Source: an optimization exercise on an open RTL-to-GDS flow (aim: small area and a short achievable clock period). Production flows keep margins and buffers that such runs may drop.
The RTL was checked by simulation tests, not by an equivalence proof against the original design.

==> flow/design.v, too long to show whole: its modules and the start of the top module <==
// module nes_cpu: 3587 lines
module nes_cpu(clk, b_rst, b_nmi, b_irq, data_in, addr, r_bw, data_out);
  // ...
==> flow/run.sh <==
#!/bin/bash
# synth_recipe.tcl (not shown) runs the flow's synth.tcl, then flattens the netlist and writes it again
# the make line also repeats each setting of config.mk as NAME=value (left out here)
make -C /OpenROAD-flow-scripts/flow DESIGN_CONFIG=/design/flow/config.mk WORK_HOME=/design/flow/orfs CLKGATE_MAP_FILE= SYNTH_SCRIPT=/design/flow/synth_recipe.tcl finish
==> flow/config.mk <==
export PLATFORM = sky130hd
export DESIGN_NAME = nes_cpu
export DESIGN_NICKNAME = nes_cpu
export VERILOG_FILES = /design/flow/design.v
export SDC_FILE = /design/flow/constraint.sdc
export NUM_CORES = 4
export LEC_CHECK = 0
export ABC_AREA = 1
export CAP_MARGIN = 20
export CORE_MARGIN = 2
export CORE_UTILIZATION = 40
export CTS_CLUSTER_DIAMETER = 60
export CTS_CLUSTER_SIZE = 20
export SETUP_SLACK_MARGIN = 5
export SLEW_MARGIN = 20
==> flow/constraint.sdc <==
create_clock -name core_clock -period 12.0 [get_ports {clk}]
set_input_delay 2.4000 -clock core_clock [delete_from_list [all_inputs] [get_ports {clk}]]
set_output_delay 2.4000 -clock core_clock [all_outputs]
set_load 0.01 [all_outputs]
==> impl_metrics.py, run 1 <==
metrics = {
    "timing": {
        "worst_slew_pin_slew_ps": 1084,
    },
    "synth": {
        "synth-adder-area-share_pct": 3.140,
        "synth_compound_area_share_pct": 20.42,
        "synth_cell_types": 72,
        "synth_flop_cell": "dfrtp_1",
        "synth_top_family_by_area": "simple AND/OR/NAND/NOR gates",
        "ys_ff_latch": 164,
        "syn_area_per_cell_sq_um": 6.878,
        "yosysSeqAreaShare_pct": 34.66,
    },
    "detailed_routing": {
        "routed.top_layer": "met4",
        "wl_met2_microns": 22070,
        "drt-met1-wl_microns": 20330,
        "wl_met3_microns": 3167,
    },
    "place": {
        "hpwl_microns": 38580,
        "port_buffers": 36,
        "place_congestion": 1.009,
    },
    "setup_path": {
        "crit_type": "register to primary output",
        "path_buf_inv": 4,
        "crit_start": "CPU_DP_I0_DP_DMA_By[6]",
        "cpPeakStageDelay_ps": 570,
        "cp-end-kind": "primary output",
        "crit_path_start_kind": "register",
        "r2r_start": "CU_CtlGen_I0_cur_state[0]",
    },
    "clock_tree": {
        "hold_buffers": 0,
        "cts_resized": 20,
        "clkTransAtPathRegs_ps": 80,
    },
    "cells_and_area": {
        "regArea_sq_mm": 0.004015,
        "area_growth_pct": 16.84,
        "final_util_pct": 47.29,
        "nonClkBufAreaFrac_pct": 5.273,
    },
    "grt": {
        "grt-ovfl-total": 0,
    },
    "floorplanning": {
        "rows": 62,
        "design.die.area_sq_mm": 0.03026,
    },
    "outcome": {
        "status": "complete, no violations",
    },
}
==> run 2, diff against run 1 <==
--- a/flow/config.mk
+++ b/flow/config.mk
@@ -9,7 +9,5 @@
 export CAP_MARGIN = 20
 export CORE_MARGIN = 2
 export CORE_UTILIZATION = 40
-export CTS_CLUSTER_DIAMETER = 60
-export CTS_CLUSTER_SIZE = 20
 export SETUP_SLACK_MARGIN = 5
 export SLEW_MARGIN = 20
==> run 2 against run 1 <==
Against the previous run: first-iteration DRC count did not move; area after synthesis did not move; routed wire length unchanged; setup slack is the same.
==> impl_metrics.py, run 2 <==
metrics = {
    "outcome": {
        "status": "complete, no violations",
    },
    "setup_path": {
        "crit_type": "register to primary output",
        "cp.required_ps": 9600,
        "cp-end-kind": "primary output",
        "critical_path_arrival_ps": 4450,
        "cp_max_fo": 7,
        "crit_path_start_kind": "register",
        "ff2ff_setup_slack_ps": 5280,
    },
    "synth": {
        "synth_compound_area_share_pct": 20.42,
        "synth_flop_cell": "dfrtp_1",
        "synth_edf_count": 0,
        "synthMuxAreaShare_pct": 0.1841,
        "synthArstFlopShare_pct": 85.37,
        "synth_most_common_cell": "nand2_1",
        "synthCells": 1680,
        "synth_top_area_share_pct": 26.64,
        "ys.warnings.count": 1,
        "synth_area_leader_cell": "dfrtp_1",
        "yosys.area_share.xor_xnor_pct": 0.2924,
        "synth-adder-area-share_pct": 3.140,
        "syn_area_per_cell_sq_um": 6.878,
        "synth_fp_nets": 1721,
        "yosysSeqAreaShare_pct": 34.66,
        "synth_area_leaders": "dfrtp_1 (27%), nand2_1 (11%), inv_1 (8.3%), o21ai_0 (7.5%), nor2_1 (5.9%)",
        "ys_top_cells_by_count": "nand2_1 (348), inv_1 (254), nor2_1 (182)",
        "synth_top_family_by_area": "simple AND/OR/NAND/NOR gates",
        "ys_ff_latch": 164,
        "synth_area_sq_mm": 0.01155,
        "synth-simple-area-share_pct": 30.80,
        "synth_cell_types": 72,
    },
    "timing": {
        "fin_worst_skew_ps": 13.02,
        "timing.final.hold_violations": 0,
        "totalNegativeSetupSlack_ps": 0,
        "setup_viol": 0,
        "post-route-period-util_pct": 57.10,
        "worst_slew_pin_slew_ps": 1084,
        "timing.hold.ws_ps": 486.9,
        "relSlewSlack_pct": 27.17,
        "rsz0062_at_grt": "yes",
        "max_freq_ghz": 0.1460,
        "final.min_clock_period_ps": 6852,
        "slew_violations": 0,
        "final.setup.worst_slack_ps": 5148,
    },
    "min_path": {
        "hp-class": "register to register",
    },
    "cells_and_area": {
        "final_cell_mix": "nand2_1 (338), inv_1 (250), nor2_1 (173), o21ai_0 (168), dfrtp_1 (115)",
        "layout.nets": 1793,
        "final_common_cell": "nand2_1",
        "final_layout_size_suffix_gt1_share_pct": 14.28,
        "fin_cells": 2149,
        "n_antenna_cell": 0,
        "final_util_pct": 47.29,
        "nFillCells": 3049,
        "area_growth_pct": 16.84,
    },
    "grt": {
        "grt_pass1_vias": 11810,
        "antenna_found_initial": 0,
        "gr-usage-all-layers_pct": 31.92,
        "grt_max_degree": 79,
        "grt-ovfl-total": 0,
        "grt_pass1_wl_microns": 73140,
    },
    "detailed_routing": {
        "avgRoutedWirePerCell_microns": 22.41,
        "num_vias": 12320,
        "wirelength_microns": 48150,
        "drc": 0,
        "via_per_inst": 5.731,
        "drt_pre_antenna_iters": 8,
        "ant_nets": 0,
        "drtIter0Drc": 1484,
    },
    "clock_tree": {
        "clock_latency_ps": 460,
        "clkTransAtPathRegs_ps": 80,
        "clock_path_buffers": 2,
        "cts_tree": "yes",
        "cts.sinks": 164,
        "cts_buffers": 17,
        "h-tree-depth": 4,
        "hold_buffers": 0,
        "cts-root-buf": "clkbuf_16",
    },
    "floorplanning": {
        "core_sq_mm": 0.02855,
        "die_x_microns": 174.0,
        "die-height_microns": 174.0,
        "io_pins": 37,
        "start_util_pct": 40.48,
        "design.die.area_sq_mm": 0.03026,
        "rows": 62,
    },
    "place": {
        "pre_cts_ws_ps": 4050,
        "place_congestion": 1.009,
        "hpwl_microns": 38580,
        "port_buffers": 36,
        "place_inst": 2080,
    },
    "run": {
        "max_cap_viol_count": 0,
    },
}
-- run 2: worst paths after layout --
check,endpoint,start,cells past startpoint
worst max-delay path,data_out[1],CPU_DP_I0_DP_DMA_By[6],16
worst min-delay path,CPU_DP_I0_DP_ABH_q[7],CPU_DP_I0_DP_ABH_q[7],2
worst max register to register,CPU_DP_I0_DP_PCH[7],CU_CtlGen_I0_cur_state[0],43
worst min register to register,CPU_DP_I0_DP_ABH_q[7],CPU_DP_I0_DP_ABH_q[7],2
max in group asynchronous,CU_CtlGen_I0_cur_state[4],b_rst,2
min in group asynchronous,CPU_DP_I0_DP_PCL[4],b_rst,1
-- run 2: through the flow --
stage	instance area [sq um]
after detailed placement	12330
final	13500
after global placement	12330
after global routing	13500
after floorplan	11550
after CTS	13130
-- run 2: final cells by class --
cell class | count | area (sq um) | share of cell area (%)
multi-input cells | 1200 | 6559 | 48.58
flip-flops and latches | 164 | 4015 | 29.74
inverters | 289 | 1096 | 8.119
repair buffers | 80 | 711.9 | 5.273
well taps | 384 | 480.5 | 3.559
clock buffers | 17 | 425.4 | 3.151
clock inverters | 15 | 212.7 | 1.576
-- run 2: cells by family (layout without fill, tap and decap cells) --
group,count (synthesis),after routing
and+or+nand+nor,781,781
AOI/OAI and AO/OA,385,385
buffers and inverters,316,401
DFF,164,164
muxes,2,2
adders and majority gates,29,29
xor gates and xnor gates,3,3
-- run 2: metal layers --
metal	vias up	track usage [%]	part of all wire, %
li1	5774	-	-
met1	5791	41.66	42
met2	602	52.14	46
met3	149	4.724	6.6
met4	0	15.09	5.4
met5	-	0	0
-- run 2: timing repair --
item | 4_1_cts | 5_1_grt
endpoints found under the hold margin | 0 | 0
gates cloned | 1 | 0
pin swaps | 6 | 20
setup buffers | 12 | 24
setup endpoints to repair | 24 | 27
gates resized for setup | 20 | 59
-- run 2: worst max-delay path: stages, from the launching register on --
cell             delay, ps
dfxtp_1                390
nor4_1                 300
nand4_1                190
nand2_1                 90
o21ai_0                 90
buf_4                  180
inv_1                  190
o21ai_0                130
nand2_1                170
inv_1                  140
a221oi_1               480
nand2_1                290
nand2_1                120
o2111ai_1              220
nor2_4                 190
o21ai_1                240
clkdlybuf4s50_1        570
==> run 3, diff against run 2 <==
--- a/flow/config.mk
+++ b/flow/config.mk
@@ -9,5 +9,8 @@
 export CAP_MARGIN = 20
 export CORE_MARGIN = 2
 export CORE_UTILIZATION = 40
+export CTS_BUF_LIST = sky130_fd_sc_hd__clkbuf_16
+export CTS_CLUSTER_DIAMETER = 100
+export CTS_CLUSTER_SIZE = 40
 export SETUP_SLACK_MARGIN = 5
 export SLEW_MARGIN = 20
==> run 3 against run 2 <==
Against the previous run: still clean on timing, DRC and antenna; die area stayed put; utilization stayed put; sequential share of layout area stayed put; synthesized cell count stayed put; non-clock buffer count stayed put; final cell count stayed put; first-iteration DRC count stayed put; clock skew stayed put; hold slack stayed put; count of clock-buffer cells in the layout stayed put.
==> impl_metrics.py, run 3 <==
metrics = {
    "synth": {
        "ys_top_cells_by_count": "nand2_1 (348), inv_1 (254), nor2_1 (182)",
        "synth_fp_nets": 1721,
        "ys_ff_latch": 164,
        "synth_area_sq_mm": 0.01155,
        "yosysSeqAreaShare_pct": 34.66,
        "synth_area_leader_cell": "dfrtp_1",
        "synthCells": 1680,
        "syn_area_per_cell_sq_um": 6.878,
        "synth_most_common_cell": "nand2_1",
        "synth_flop_cell": "dfrtp_1",
        "synthArstFlopShare_pct": 85.37,
        "synth_cell_types": 72,
        "synth_edf_count": 0,
        "synth_top_area_share_pct": 26.64,
        "ys.warnings.count": 1,
        "synth_area_leaders": "dfrtp_1 (27%), nand2_1 (11%), inv_1 (8.3%), o21ai_0 (7.5%), nor2_1 (5.9%)",
    },
    "timing": {
        "post-route-period-util_pct": 57.10,
        "final.min_clock_period_ps": 6852,
        "final.setup.worst_slack_ps": 5148,
        "relSlewSlack_pct": 27.17,
        "max_freq_ghz": 0.1460,
        "fin_worst_skew_ps": 13.02,
        "setup_viol": 0,
        "worst_slew_pin_slew_ps": 1084,
        "slew_violations": 0,
        "rsz0062_at_grt": "yes",
        "timing.final.hold_violations": 0,
        "totalNegativeSetupSlack_ps": 0,
    },
    "floorplanning": {
        "die_x_microns": 174.0,
        "start_util_pct": 40.48,
        "die-height_microns": 174.0,
        "design.die.area_sq_mm": 0.03026,
        "io_pins": 37,
        "rows": 62,
        "core_sq_mm": 0.02855,
    },
    "clock_tree": {
        "h-tree-depth": 4,
        "cts_buffers": 17,
        "cts_tree": "yes",
        "clock_path_buffers": 2,
        "cts-root-buf": "clkbuf_16",
        "clock_latency_ps": 460,
        "cts.sinks": 164,
        "clkTransAtPathRegs_ps": 80,
    },
    "cells_and_area": {
        "layout.nets": 1793,
        "final_area_sq_mm": 0.01350,
        "final_util_pct": 47.29,
        "final_layout_size_suffix_gt1_share_pct": 14.28,
        "area_growth_pct": 16.84,
        "nFillCells": 3049,
        "final_cell_mix": "nand2_1 (338), inv_1 (250), nor2_1 (173), o21ai_0 (168), dfrtp_1 (115)",
        "final_common_cell": "nand2_1",
        "n_antenna_cell": 0,
    },
    "setup_path": {
        "slowest_stage": "clkdlybuf4s50_1",
        "critical_path_arrival_ps": 4450,
        "cp-end-kind": "primary output",
        "crit_top_cell": "nand2_1",
        "cp.required_ps": 9600,
        "path_buf_inv": 4,
        "cp_max_fo": 7,
        "cpPeakStageDelay_ps": 570,
        "crit_path_start_kind": "register",
        "crit_type": "register to primary output",
        "crit_family": "simple AND/OR/NAND/NOR gates",
        "crit_chain": "nor4_1 > nand4_1 > nand2_1 > o21ai_0 > buf_4 > inv_1 > o21ai_0 > nand2_1 > inv_1 > a221oi_1 > nand2_1 > nand2_1 > o2111ai_1 > nor2_4 > o21ai_1 > clkdlybuf4s50_1",
    },
    "detailed_routing": {
        "drtIter0Drc": 1484,
        "avgRoutedWirePerCell_microns": 22.41,
        "drc": 0,
        "drt_pre_antenna_iters": 8,
        "ant_nets": 0,
        "via_per_inst": 5.731,
        "num_vias": 12320,
        "wirelength_microns": 48150,
    },
    "grt": {
        "antenna_found_initial": 0,
        "grt-ovfl-total": 0,
        "gr-usage-all-layers_pct": 31.92,
        "grt_max_degree": 79,
        "grt_pass1_vias": 11810,
        "grt_pass1_wl_microns": 73140,
    },
    "run": {
        "max_cap_viol_count": 0,
    },
    "outcome": {
        "status": "complete, no violations",
    },
    "place": {
        "place_congestion": 1.009,
        "hpwl_microns": 38580,
        "pre_cts_ws_ps": 4050,
        "port_buffers": 36,
        "placed_cell_area_sq_mm": 0.01233,
    },
    "min_path": {
        "hp-class": "register to register",
    },
}
run 3: cell families after synthesis:
kind of cell	share of synthesized area, %
and+or+nand+nor	30.80
AOI/OAI and AO/OA	20.42
buffers and inverters	10.50
DFF	34.66
adders and majority gates	3.140
xor gates and xnor gates	0.2924
muxes	0.1841
run 3: final cells by class:
class                      instances  area, sq um  area share (%)
clock buffer                      17        425.4           3.151
clock inverter                    15        212.7           1.576
inverter                         289         1096           8.119
multi-input combinational       1200         6559           48.58
sequential                       164         4015           29.74
tap                              384        480.5           3.559
timing repair buffer              80        711.9           5.273
run 3: final timing paths:
check,from,to,slack [ps],depth (start not counted)
worst max-delay path,CPU_DP_I0_DP_DMA_By[6],data_out[1],5150,16
worst min-delay path,CPU_DP_I0_DP_ABH_q[7],CPU_DP_I0_DP_ABH_q[7],490,2
worst max register to register,CU_CtlGen_I0_cur_state[0],CPU_DP_I0_DP_PCH[7],5280,43
worst min register to register,CPU_DP_I0_DP_ABH_q[7],CPU_DP_I0_DP_ABH_q[7],490,2
max in group asynchronous,b_rst,CU_CtlGen_I0_cur_state[4],8640,2
min in group asynchronous,b_rst,CPU_DP_I0_DP_PCL[4],1950,1
run 3: metrics by stage:
stage,hold slack (ps),instances
final,486.9,2149
after global routing,516.4,2149
after CTS,492.6,2125
after detailed placement,473.6,2080
after global placement,467.6,2080
after floorplan,447.9,1680
run 3: worst reg2reg max path: cells and delay by family, from the launching register on:
| family | cells | cell delay [ps] |
|---|---|---|
| buffers and inverters | 7 | 800 |
| AND/OR/NAND/NOR | 17 | 2100 |
| XOR/XNOR | 1 | 140 |
| adder cells (fa/ha/maj) | 13 | 2350 |
| flip-flops | 1 | 670 |
| AO/OA/AOI/OAI | 5 | 540 |
run 3: layer usage:
metal  GRT usage, %  wire length, microns
met5              0                     0
met4          15.09                  2589
met3          4.724                  3167
met2          52.14                 22070
met1          41.66                 20330
run 3: what timing repair did:
item | in CTS | in global routing
cloned | 1 | 0
gates resized for setup | 20 | 59
pin swaps | 6 | 20
endpoints found under the hold margin | 0 | 0
setup buffers | 12 | 24
hold buffers | 0 | 0
setup endpoints to repair | 24 | 27
==> run 4, diff against run 3 <==
==> flow/flow/run.sh (new file) <==
#!/bin/bash
# The standard layout, with clock tree synthesis told not to add dummy
# loads (unloaded clock inverters it otherwise adds to balance the tree).
set -euo pipefail
export CTS_ARGS="-sink_clustering_enable -repair_clock_nets -dont_use_dummy_load"
bash standard.sh finish > standard_flow.log 2>&1
==> flow/standard.sh (new file) <==
#!/bin/bash
# synth_recipe.tcl (not shown) runs the flow's synth.tcl, then flattens the netlist and writes it again
# the make line also repeats each setting of config.mk as NAME=value (left out here)
make -C /OpenROAD-flow-scripts/flow DESIGN_CONFIG=/design/flow/config.mk WORK_HOME=/design/flow/orfs CLKGATE_MAP_FILE= SYNTH_SCRIPT=/design/flow/synth_recipe.tcl "${@:-finish}"
--- a/flow/config.mk
+++ b/flow/config.mk
@@ -9,8 +9,6 @@
 export CAP_MARGIN = 20
 export CORE_MARGIN = 2
 export CORE_UTILIZATION = 40
-export CTS_BUF_LIST = sky130_fd_sc_hd__clkbuf_16
-export CTS_CLUSTER_DIAMETER = 100
-export CTS_CLUSTER_SIZE = 40
+export PLACE_DENSITY = 0.75
 export SETUP_SLACK_MARGIN = 5
 export SLEW_MARGIN = 20
removed: flow/run.sh
==> run 4 against run 3 <==
Against the previous run: still clean; die area unchanged; final cell count down 0.93%; critical path depth up 28; sequential share of layout area up 0.55 points; design area down 1.9%; critical path type is now register to register.
==> impl_metrics.py, run 4 <==
metrics = {
    "cells_and_area": {
        "fin_cells": 2129,
        "final_layout_size_suffix_gt1_share_pct": 13.18,
        "layout.nets": 1788,
        "final_cell_mix": "nand2_1 (338), inv_1 (251), nor2_1 (174), o21ai_0 (170), dfrtp_1 (116)",
        "n_antenna_cell": 0,
        "nFillCells": 2981,
        "final_common_cell": "nand2_1",
        "area_growth_pct": 14.66,
        "final_util_pct": 46.41,
    },
    "detailed_routing": {
        "routed.top_layer": "met4",
        "num_vias": 12570,
        "drt-met1-wl_microns": 19760,
        "wl_met2_microns": 22060,
        "wl_met3_microns": 4046,
        "ant_nets": 0,
        "via_per_inst": 5.904,
        "drtIter0Drc": 1462,
        "avgRoutedWirePerCell_microns": 23.16,
        "drc": 0,
        "wirelength_microns": 49310,
        "drt_pre_antenna_iters": 9,
    },
    "floorplanning": {
        "start_util_pct": 40.48,
        "die_x_microns": 174.0,
        "design.die.area_sq_mm": 0.03026,
        "io_pins": 37,
        "die-height_microns": 174.0,
        "rows": 62,
        "core_sq_mm": 0.02855,
    },
    "timing": {
        "relSlewSlack_pct": 31.29,
        "timing.final.hold_violations": 0,
        "post-route-period-util_pct": 57.18,
        "worst_slew_pin_slew_ps": 1022,
        "final.min_clock_period_ps": 6862,
        "totalNegativeSetupSlack_ps": 0,
        "slew_violations": 0,
        "fin_worst_skew_ps": 23.04,
        "final.setup.worst_slack_ps": 5138,
        "max_freq_ghz": 0.1457,
        "setup_viol": 0,
        "rsz0062_at_grt": "yes",
    },
    "grt": {
        "antenna_found_initial": 1,
        "grt_max_degree": 74,
        "grt_pass1_vias": 11720,
        "grt_pass1_wl_microns": 72970,
        "grt-ovfl-total": 0,
        "gr-usage-all-layers_pct": 32.14,
    },
    "synth": {
        "synthMuxAreaShare_pct": 0.1841,
        "synth_top_area_share_pct": 26.64,
        "synth_area_leader_cell": "dfrtp_1",
        "synth-adder-area-share_pct": 3.140,
        "ys.warnings.count": 1,
        "ys_top_cells_by_count": "nand2_1 (348), inv_1 (254), nor2_1 (182)",
        "synth_cell_types": 72,
        "synth_top_family_by_area": "simple AND/OR/NAND/NOR gates",
        "synth_area_leaders": "dfrtp_1 (27%), nand2_1 (11%), inv_1 (8.3%), o21ai_0 (7.5%), nor2_1 (5.9%)",
        "synth_most_common_cell": "nand2_1",
        "yosys.area_share.xor_xnor_pct": 0.2924,
        "synth-simple-area-share_pct": 30.80,
        "synth_flop_cell": "dfrtp_1",
        "synth_compound_area_share_pct": 20.42,
        "ys_ff_latch": 164,
        "synth_fp_nets": 1721,
        "synthCells": 1680,
        "syn_area_per_cell_sq_um": 6.878,
        "synth_edf_count": 0,
        "synth_area_sq_mm": 0.01155,
        "yosysSeqAreaShare_pct": 34.66,
        "synthArstFlopShare_pct": 85.37,
    },
    "setup_path": {
        "cp-endpoint": "CPU_DP_I0_DP_PCH[7]",
        "cp_max_fo": 12,
        "ff2ff_path_depth": 44,
        "crit_top_cell": "ha_1",
        "critical_path_arrival_ps": 7150,
        "crit_start": "CU_CtlGen_I0_cur_state[4]",
        "cp-end-kind": "register",
        "r2r_start": "CU_CtlGen_I0_cur_state[4]",
        "cp.required_ps": 12290,
        "crit_type": "register to register",
        "crit_path_start_kind": "register",
        "cpPeakStageDelay_ps": 530,
        "slowest_stage": "dfrtp_1",
        "rr_endpoint": "CPU_DP_I0_DP_PCH[7]",
        "ff2ff_setup_slack_ps": 5140,
    },
    "clock_tree": {
        "clock_latency_ps": 440,
        "cts.sinks": 164,
        "cts_tree": "yes",
        "cts_buffers": 17,
        "hold_buffers": 0,
        "clkTransAtPathRegs_ps": 70,
        "clock_path_buffers": 2,
        "h-tree-depth": 4,
        "cts-root-buf": "clkbuf_16",
    },
    "outcome": {
        "status": "complete, no violations",
    },
    "place": {
        "place_inst": 2081,
        "place_congestion": 1.043,
        "port_buffers": 36,
        "pre_cts_ws_ps": 4209,
        "hpwl_microns": 39140,
    },
    "run": {
        "max_cap_viol_count": 0,
    },
    "min_path": {
        "hp-class": "register to register",
    },
}
[run 4: worst min-delay path by stage]
stage / startpoint / end / cells past startpoint
6_report: CPU_DP_I0_DP_XR[0] / CPU_DP_I0_DP_XR[0] / 2
5_1_grt: CPU_DP_I0_DP_YR[7] / CPU_DP_I0_DP_YR[7] / 2
4_1_cts: CPU_DP_I0_DP_YR[7] / CPU_DP_I0_DP_YR[7] / 2
3_5_place_dp: CPU_DP_I0_DP_DIR[2] / CPU_DP_I0_DP_DIR[2] / 2
3_3_place_gp: CPU_DP_I0_DP_XR[0] / CPU_DP_I0_DP_XR[0] / 2
2_1_floorplan: CPU_DP_I0_DP_BFlg / CPU_DP_I0_DP_BFlg / 2
[run 4: per-stage QoR]
step | instance area [sq um] | hold WS (ps)
floorplan | 11550 | 447.9
global placement | 12330 | 466.9
detailed placement | 12330 | 477.5
CTS | 12900 | 495.0
global route | 13250 | 505.3
finish | 13250 | 494.4
[run 4: final cells by class]
type | count | area, sq um | share of cell area, %
inverters | 289 | 1097 | 8.282
clock buffers | 17 | 425.4 | 3.211
well taps | 384 | 480.5 | 3.626
repair buffers | 75 | 663.1 | 5.005
multi-input cells | 1200 | 6569 | 49.58
flip-flops and latches | 164 | 4014 | 30.30
[run 4: cells by family (layout without fill, tap and decap cells)]
group           count (synthesis)  after routing
flops                         164            164
compound gates                385            385
buf+inv                       316            381
mux                             2              2
xor+xnor                        3              3
fa+ha+maj                      29             29
simple gates                  781            781
[run 4: worst max-delay path: cells and delay by family (launching register included)]
| kind | cells | cell delay, ps |
|---|---|---|
| DFF | 1 | 530 |
| xor gates and xnor gates | 1 | 150 |
| buffers and inverters | 6 | 500 |
| and+or+nand+nor | 20 | 2570 |
| AOI/OAI and AO/OA | 4 | 610 |
| adders and majority gates | 13 | 2370 |
[run 4: per-layer routing]
metal	GRT usage [%]	vias up
met5	0	-
met4	18.73	0
met3	5.687	186
met2	51.06	729
met1	41.16	5907
li1	-	5748
[run 4: repair_timing]
| item | in CTS | in global routing |
|---|---|---|
| resized for setup | 23 | 52 |
| setup endpoints to repair | 23 | 29 |
| gates cloned | 0 | 1 |
| pin swaps | 5 | 11 |
| buffers inserted | 9 | 21 |
==> run 5, diff against run 4 <==
--- a/flow/config.mk
+++ b/flow/config.mk
@@ -9,6 +9,5 @@
 export CAP_MARGIN = 20
 export CORE_MARGIN = 2
 export CORE_UTILIZATION = 40
-export PLACE_DENSITY = 0.75
 export SETUP_SLACK_MARGIN = 5
 export SLEW_MARGIN = 20
==> run 5 against run 4 <==
Against the previous run: still clean; routed wire length down 2.6%; via count fell by 2.3%; hold slack lost 11 ps; register-to-register slack better by 170 ps; utilization rose by 0.15 points; design area increased by 0.32%; count of clock-buffer cells in the layout did not move; final cell count is 0.23% higher; fmax about the same; critical endpoint is now data_out[1].
==> impl_metrics.py, run 5 <==
metrics = {
    "grt": {
        "gr-usage-all-layers_pct": 31.77,
        "antenna_found_initial": 0,
        "grt_max_degree": 79,
        "grt-ovfl-total": 0,
        "grt_pass1_vias": 11760,
        "grt_pass1_wl_microns": 72710,
    },
    "place": {
        "port_buffers": 36,
        "place_congestion": 1.009,
        "hpwl_microns": 38580,
        "placed_cell_area_sq_mm": 0.01233,
    },
    "cells_and_area": {
        "final_util_pct": 46.56,
        "nFillCells": 3081,
        "final_layout_size_suffix_gt1_share_pct": 13.49,
        "n_antenna_cell": 0,
        "final_area_sq_mm": 0.01329,
        "area_growth_pct": 15.03,
        "layout.nets": 1793,
        "final_cell_mix": "nand2_1 (338), inv_1 (250), nor2_1 (173), o21ai_0 (167), dfrtp_1 (115)",
        "final_common_cell": "nand2_1",
    },
    "clock_tree": {
        "clkTransAtPathRegs_ps": 70,
        "h-tree-depth": 4,
        "clock_latency_ps": 460,
        "clock_path_buffers": 2,
        "cts_tree": "yes",
        "cts-root-buf": "clkbuf_16",
        "cts.sinks": 164,
        "cts_buffers": 17,
    },
    "setup_path": {
        "ff2ff_setup_slack_ps": 5310,
        "rr_endpoint": "CPU_DP_I0_DP_PCH[7]",
        "critical_path_arrival_ps": 4460,
        "crit_start": "CPU_DP_I0_DP_DMA_By[6]",
        "cp-endpoint": "data_out[1]",
        "r2r_start": "CU_CtlGen_I0_Offset_sign",
        "crit_type": "register to primary output",
        "cp.required_ps": 9600,
        "cp_max_fo": 7,
        "cp-end-kind": "primary output",
        "crit_path_start_kind": "register",
        "ff2ff_path_depth": 53,
    },
    "detailed_routing": {
        "ant_nets": 0,
        "avgRoutedWirePerCell_microns": 22.51,
        "drtIter0Drc": 1459,
        "drt_pre_antenna_iters": 6,
        "via_per_inst": 5.754,
        "num_vias": 12280,
        "drc": 0,
        "wirelength_microns": 48040,
    },
    "floorplanning": {
        "rows": 62,
        "die_x_microns": 174.0,
        "io_pins": 37,
        "die-height_microns": 174.0,
        "start_util_pct": 40.48,
        "core_sq_mm": 0.02855,
        "design.die.area_sq_mm": 0.03026,
    },
    "outcome": {
        "status": "complete, no violations",
    },
    "timing": {
        "slew_violations": 0,
        "final.min_clock_period_ps": 6861,
        "rsz0062_at_grt": "yes",
        "setup_viol": 0,
        "worst_slew_pin_slew_ps": 1089,
        "max_freq_ghz": 0.1458,
        "timing.final.hold_violations": 0,
        "timing.hold.ws_ps": 482.9,
        "totalNegativeSetupSlack_ps": 0,
        "post-route-period-util_pct": 57.17,
        "fin_worst_skew_ps": 28.17,
        "relSlewSlack_pct": 26.77,
    },
    "min_path": {
        "hp-class": "register to register",
        "whs_path_depth": 2,
    },
    "synth": {
        "synth_edf_count": 0,
        "syn_area_per_cell_sq_um": 6.878,
        "synthArstFlopShare_pct": 85.37,
        "synth_most_common_cell": "nand2_1",
        "synthCells": 1680,
        "ys.warnings.count": 1,
        "ys_top_cells_by_count": "nand2_1 (348), inv_1 (254), nor2_1 (182)",
        "yosysSeqAreaShare_pct": 34.66,
        "synth_flop_cell": "dfrtp_1",
        "synth_area_leader_cell": "dfrtp_1",
        "synth_fp_nets": 1721,
        "synth_cell_types": 72,
        "ys_ff_latch": 164,
        "synth_area_leaders": "dfrtp_1 (27%), nand2_1 (11%), inv_1 (8.3%), o21ai_0 (7.5%), nor2_1 (5.9%)",
        "synth_area_sq_mm": 0.01155,
        "synth_top_area_share_pct": 26.64,
    },
    "run": {
        "max_cap_viol_count": 0,
    },
}
[run 5: worst max-delay path: stages, from the launching register on]
cell	delay, ps
dfxtp_1	380
nor4_1	300
nand4_1	190
nand2_1	90
o21ai_0	90
buf_4	180
inv_1	180
o21ai_0	130
nand2_1	170
inv_1	150
a221oi_1	500
nand2_1	300
nand2_1	120
o2111ai_1	220
nor2_4	190
o21ai_1	240
clkdlybuf4s50_1	580
[run 5: layout make-up]
cell class / count / area (sq um) / share of cell area (%)
multi-input cells: 1200 / 6568 / 49.41
flip-flops and latches: 164 / 4015 / 30.21
inverters: 289 / 1096 / 8.246
well taps: 384 / 480.5 / 3.615
clock buffers: 17 / 425.4 / 3.201
repair buffers: 80 / 706.9 / 5.319
[run 5: logic make-up (layout without fill, tap and decap cells)]
kind of cell               count (synthesis)  in the layout  synth area share, %
and+or+nand+nor                          781            781                30.80
xor gates and xnor gates                   3              3               0.2924
adders and majority gates                 29             29                3.140
AOI/OAI and AO/OA                        385            385                20.42
buffers and inverters                    316            386                10.50
muxes                                      2              2               0.1841
DFF                                      164            164                34.66
[run 5: through the flow]
step                std cells  setup slack (ps)
floorplan                1680              5561
CTS                      2109              4971
global placement         2080              4158
global route             2134              4837
finish                   2134              5139
detailed placement       2080              4050
[run 5: layer usage]
layer,wire length (microns),global-route usage [%],vias up
met5,0,0,-
met4,2485,15.41,0
met3,3185,5.009,144
met2,22000,51.81,613
met1,20370,41.19,5768
li1,-,-,5755
[run 5: how the worst min path moves through the flow]
stage	end	startpoint	slack (ps)
2_1_floorplan	CPU_DP_I0_DP_BFlg	CPU_DP_I0_DP_BFlg	450
3_3_place_gp	CPU_DP_I0_DP_XR[3]	CPU_DP_I0_DP_XR[3]	470
3_5_place_dp	CPU_DP_I0_DP_DMA_Pg[5]	CPU_DP_I0_DP_DMA_Pg[5]	470
4_1_cts	CPU_DP_I0_DP_XR[0]	CPU_DP_I0_DP_XR[0]	490
5_1_grt	CPU_DP_I0_DP_ABH_q[7]	CPU_DP_I0_DP_ABH_q[7]	520
6_report	CPU_DP_I0_DP_ABH_q[7]	CPU_DP_I0_DP_ABH_q[7]	480
[run 5: what timing repair did]
item / 4_1_cts / 5_1_grt
pin swaps: 5 / 22
buffers inserted: 11 / 25
gates cloned: 1 / 0
setup endpoints to repair: 24 / 27
hold buffers: 0 / 0
gates resized for setup: 20 / 64
==> run 6, diff against run 5 <==
--- a/flow/config.mk
+++ b/flow/config.mk
@@ -8,6 +8,6 @@
 export ABC_AREA = 1
 export CAP_MARGIN = 20
 export CORE_MARGIN = 2
-export CORE_UTILIZATION = 40
+export CORE_UTILIZATION = 55
 export SETUP_SLACK_MARGIN = 5
 export SLEW_MARGIN = 20
==> run 6 against run 5 <==
Against the previous run: setup slack lost 140 ps; sequential cell count stayed put; highest routed layer unchanged; first-iteration DRC count up 24%; critical endpoint is now data_out[3]; synthesized cell count did not move.
==> impl_metrics.py, run 6 <==
metrics = {
    "cells_and_area": {
        "final_layout_size_suffix_gt1_share_pct": 12.82,
        "multi_input_area_sq_mm": 0.006580,
        "regArea_sq_mm": 0.004010,
        "final_cell_mix": "nand2_1 (338), inv_1 (252), nor2_1 (173), o21ai_0 (169), dfrtp_1 (119)",
        "nFillCells": 1949,
        "area_growth_pct": 13.16,
        "layout.nets": 1783,
        "final_util_pct": 62.79,
        "final_common_cell": "nand2_1",
        "final_area_sq_mm": 0.01308,
    },
    "floorplanning": {
        "die_x_microns": 148.9,
        "die-height_microns": 148.9,
        "design.die.area_sq_mm": 0.02218,
        "start_util_pct": 55.49,
        "rows": 53,
        "core_sq_mm": 0.02082,
        "io_pins": 37,
    },
    "clock_tree": {
        "clock_path_buffers": 2,
        "clkTransAtPathRegs_ps": 70,
        "cts_buffers": 17,
        "clock_latency_ps": 450,
        "hold_buffers": 0,
        "h-tree-depth": 4,
        "cts-root-buf": "clkbuf_16",
        "cts_tree": "yes",
        "cts.sinks": 164,
    },
    "synth": {
        "synth_most_common_cell": "nand2_1",
        "synth_area_leader_cell": "dfrtp_1",
        "synth_area_leaders": "dfrtp_1 (27%), nand2_1 (11%), inv_1 (8.3%), o21ai_0 (7.5%), nor2_1 (5.9%)",
        "ys.warnings.count": 1,
        "ys_ff_latch": 164,
        "synth_flop_cell": "dfrtp_1",
        "syn_area_per_cell_sq_um": 6.878,
        "synth_fp_nets": 1721,
        "synthCells": 1680,
        "ys_top_cells_by_count": "nand2_1 (348), inv_1 (254), nor2_1 (182)",
        "synth_cell_types": 72,
        "synth_top_area_share_pct": 26.64,
        "yosysSeqAreaShare_pct": 34.66,
        "synth_area_sq_mm": 0.01155,
        "synthArstFlopShare_pct": 85.37,
        "synth_edf_count": 0,
    },
    "setup_path": {
        "path_buf_inv": 5,
        "crit_top_cell": "o21ai_0",
        "crit_family": "simple AND/OR/NAND/NOR gates",
        "cp.required_ps": 9600,
        "crit_type": "register to primary output",
        "critical_path_arrival_ps": 4600,
        "slowest_stage": "dfrtp_1",
        "cp_max_fo": 10,
        "cpPeakStageDelay_ps": 520,
        "cp-end-kind": "primary output",
        "crit_chain": "nor2_2 > inv_2 > o221ai_2 > xor2_2 > nand2_2 > nand2_2 > inv_2 > o21ai_0 > o21ai_0 > nand3_1 > o211ai_1 > nand2_1 > nand4_1 > o21bai_1 > inv_1 > o21ai_0 > nor2_2 > inv_1 > clkdlybuf4s50_1",
        "ff2ff_setup_slack_ps": 5080,
        "crit_path_start_kind": "register",
    },
    "timing": {
        "totalNegativeSetupSlack_ps": 0,
        "rsz0062_at_grt": "yes",
        "post-route-period-util_pct": 58.34,
        "max_freq_ghz": 0.1428,
        "relSlewSlack_pct": 24.45,
        "setup_viol": 0,
        "slew_violations": 0,
        "worst_slew_pin_slew_ps": 1124,
        "fin_worst_skew_ps": 17.53,
        "timing.final.hold_violations": 0,
        "final.min_clock_period_ps": 7001,
    },
    "place": {
        "place_congestion": 1.052,
        "placed_cell_area_sq_mm": 0.01218,
        "hpwl_microns": 35830,
        "port_buffers": 36,
    },
    "grt": {
        "use_met1_pct": 52.04,
        "grt_max_degree": 74,
        "grt_pass1_vias": 11670,
        "grt-ovfl-total": 0,
        "antenna_found_initial": 0,
        "grt_util_met3_pct": 7.859,
        "grt-busiest-layer": "met2",
        "grt_use_met2_pct": 64.52,
        "grt_pass1_wl_microns": 68580,
        "gr-usage-all-layers_pct": 41.04,
    },
    "detailed_routing": {
        "drtIter0Drc": 1805,
        "num_vias": 12780,
        "via_per_inst": 6.338,
        "drt_pre_antenna_iters": 12,
        "wirelength_microns": 45710,
        "ant_nets": 0,
        "drc": 0,
        "avgRoutedWirePerCell_microns": 22.67,
    },
    "run": {
        "max_cap_viol_count": 0,
    },
    "outcome": {
        "status": "complete, no violations",
    },
    "min_path": {
        "hp-class": "register to register",
    },
}
==> run 6: cell types whose count changed in the layout (fill, tap and decap cells not counted), moves of 3 or more <==
cell,change
clkdlybuf4s50_1,+4
dfrtp_2,-4
buf_4,-10
dlymetal6s2s_1,-4
ha_1,+3
dfrtp_1,+4
o21ai_1,-4
==> run 6: worst min-delay path, delay by kind of cell (launching register included) <==
family | cells | cell delay, ps
DFF | 1 | 310
and+or+nand+nor | 1 | 60
AOI/OAI and AO/OA | 1 | 70
==> run 6: worst paths after layout <==
| kind | startpoint | endpoint | cells after the start |
|---|---|---|---|
| min | CPU_DP_I0_DP_ABH_q[7] | CPU_DP_I0_DP_ABH_q[7] | 2 |
| max reg2reg | CU_CtlGen_I0_cur_state[2] | CPU_DP_I0_DP_PCH[7] | 41 |
| min in group asynchronous | b_rst | CPU_DP_I0_DP_PCL[6] | 1 |
| max in group asynchronous | b_rst | ALU_OpB_FunctEn | 2 |
| max | CPU_DP_I0_DP_PstInstrR[6] | data_out[3] | 19 |
| min reg2reg | CPU_DP_I0_DP_ABH_q[7] | CPU_DP_I0_DP_ABH_q[7] | 2 |
==> run 6: cell type report <==
type                    count  area share (%)
well taps                 275           2.632
flip-flops and latches    164           30.67
inverters                 289           8.373
repair buffers             70           4.727
diodes                      1         0.01914
clock buffers              17           3.254
multi-input cells        1200           50.33
==> run 6: cells by family (layout without fill, tap and decap cells) <==
logic type | count (synthesis) | count (layout) | share of synthesized area [%]
buffers and inverters | 316 | 376 | 10.50
other | 0 | 1 | 0
AO/OA/AOI/OAI | 385 | 385 | 20.42
flip-flops | 164 | 164 | 34.66
adder cells (fa/ha/maj) | 29 | 29 | 3.140
AND/OR/NAND/NOR | 781 | 781 | 30.80
XOR/XNOR | 3 | 3 | 0.2924
multiplexers | 2 | 2 | 0.1841
==> run 6: repair_timing <==
action	in CTS	in global routing
setup endpoints to repair	27	27
pin swaps	4	14
setup buffers	7	22
gates cloned	0	1
resized for setup	18	54
==> run 6: layer usage <==
| layer | routed length (microns) | vias up | part of all wire [%] |
|---|---|---|---|
| li1 | - | 5750 | - |
| met1 | 17230 | 5907 | 38 |
| met2 | 20580 | 888 | 45 |
| met3 | 4556 | 232 | 10 |
| met4 | 3344 | 0 | 7.3 |
| met5 | 0 | - | 0 |
==> run 6: stage by stage <==
stage          std cells  worst slack (ps)  hold slack [ps]
3_5_place_dp        1968              4074            473.5
2_1_floorplan       1680              5561            447.9
4_1_cts             1992              4837            489.2
3_3_place_gp        1968              4178            467.3
5_1_grt             2015              4796            501.0
6_report            2016              4999            473.4

==> separate check: timing with driven ports <==
In the flow no input, the clock included, has a driving cell. The finished layouts below were timed again as built, in two steps.
Step 1 (the two cells are an assumption about what drives the block):
set clk [get_ports {clk}]
set_driving_cell -lib_cell sky130_fd_sc_hd__clkbuf_16 $clk
set_driving_cell -lib_cell sky130_fd_sc_hd__buf_2 [delete_from_list [all_inputs] $clk]
Step 2 times the ports against the registers' clock, not the clock port: input delays grow and output delays shrink by t, the midpoint of the rising clock arrivals with the driver on.
Three values: no drivers, after step 1, after step 2; two values: the first two.
| run | t (ns) | slack for setup (ns) | worst register clock-pin slew, ns | worst slew at a driven data input, ns | pins driven straight from the clock port |
|---|---|---|---|---|---|
| run 1 | 0.498 | 5.148 / 5.099 / 5.281 | 0.08 / 0.08 | 0.04 | 1 |
| run 2 | 0.498 | 5.148 / 5.099 / 5.281 | 0.08 / 0.08 | 0.04 | 1 |
| run 3 | 0.498 | 5.148 / 5.099 / 5.281 | 0.08 / 0.08 | 0.04 | 1 |
| run 4 | 0.482 | 5.138 / 5.121 / 5.138 | 0.07 / 0.07 | 0.05 | 1 |
| run 5 | 0.490 | 5.139 / 5.091 / 5.312 | 0.08 / 0.08 | 0.04 | 1 |
| run 6 | 0.487 | 4.999 / 4.948 / 5.076 | 0.07 / 0.07 | 0.04 | 1 |
After both steps every run listed still meets setup and hold.
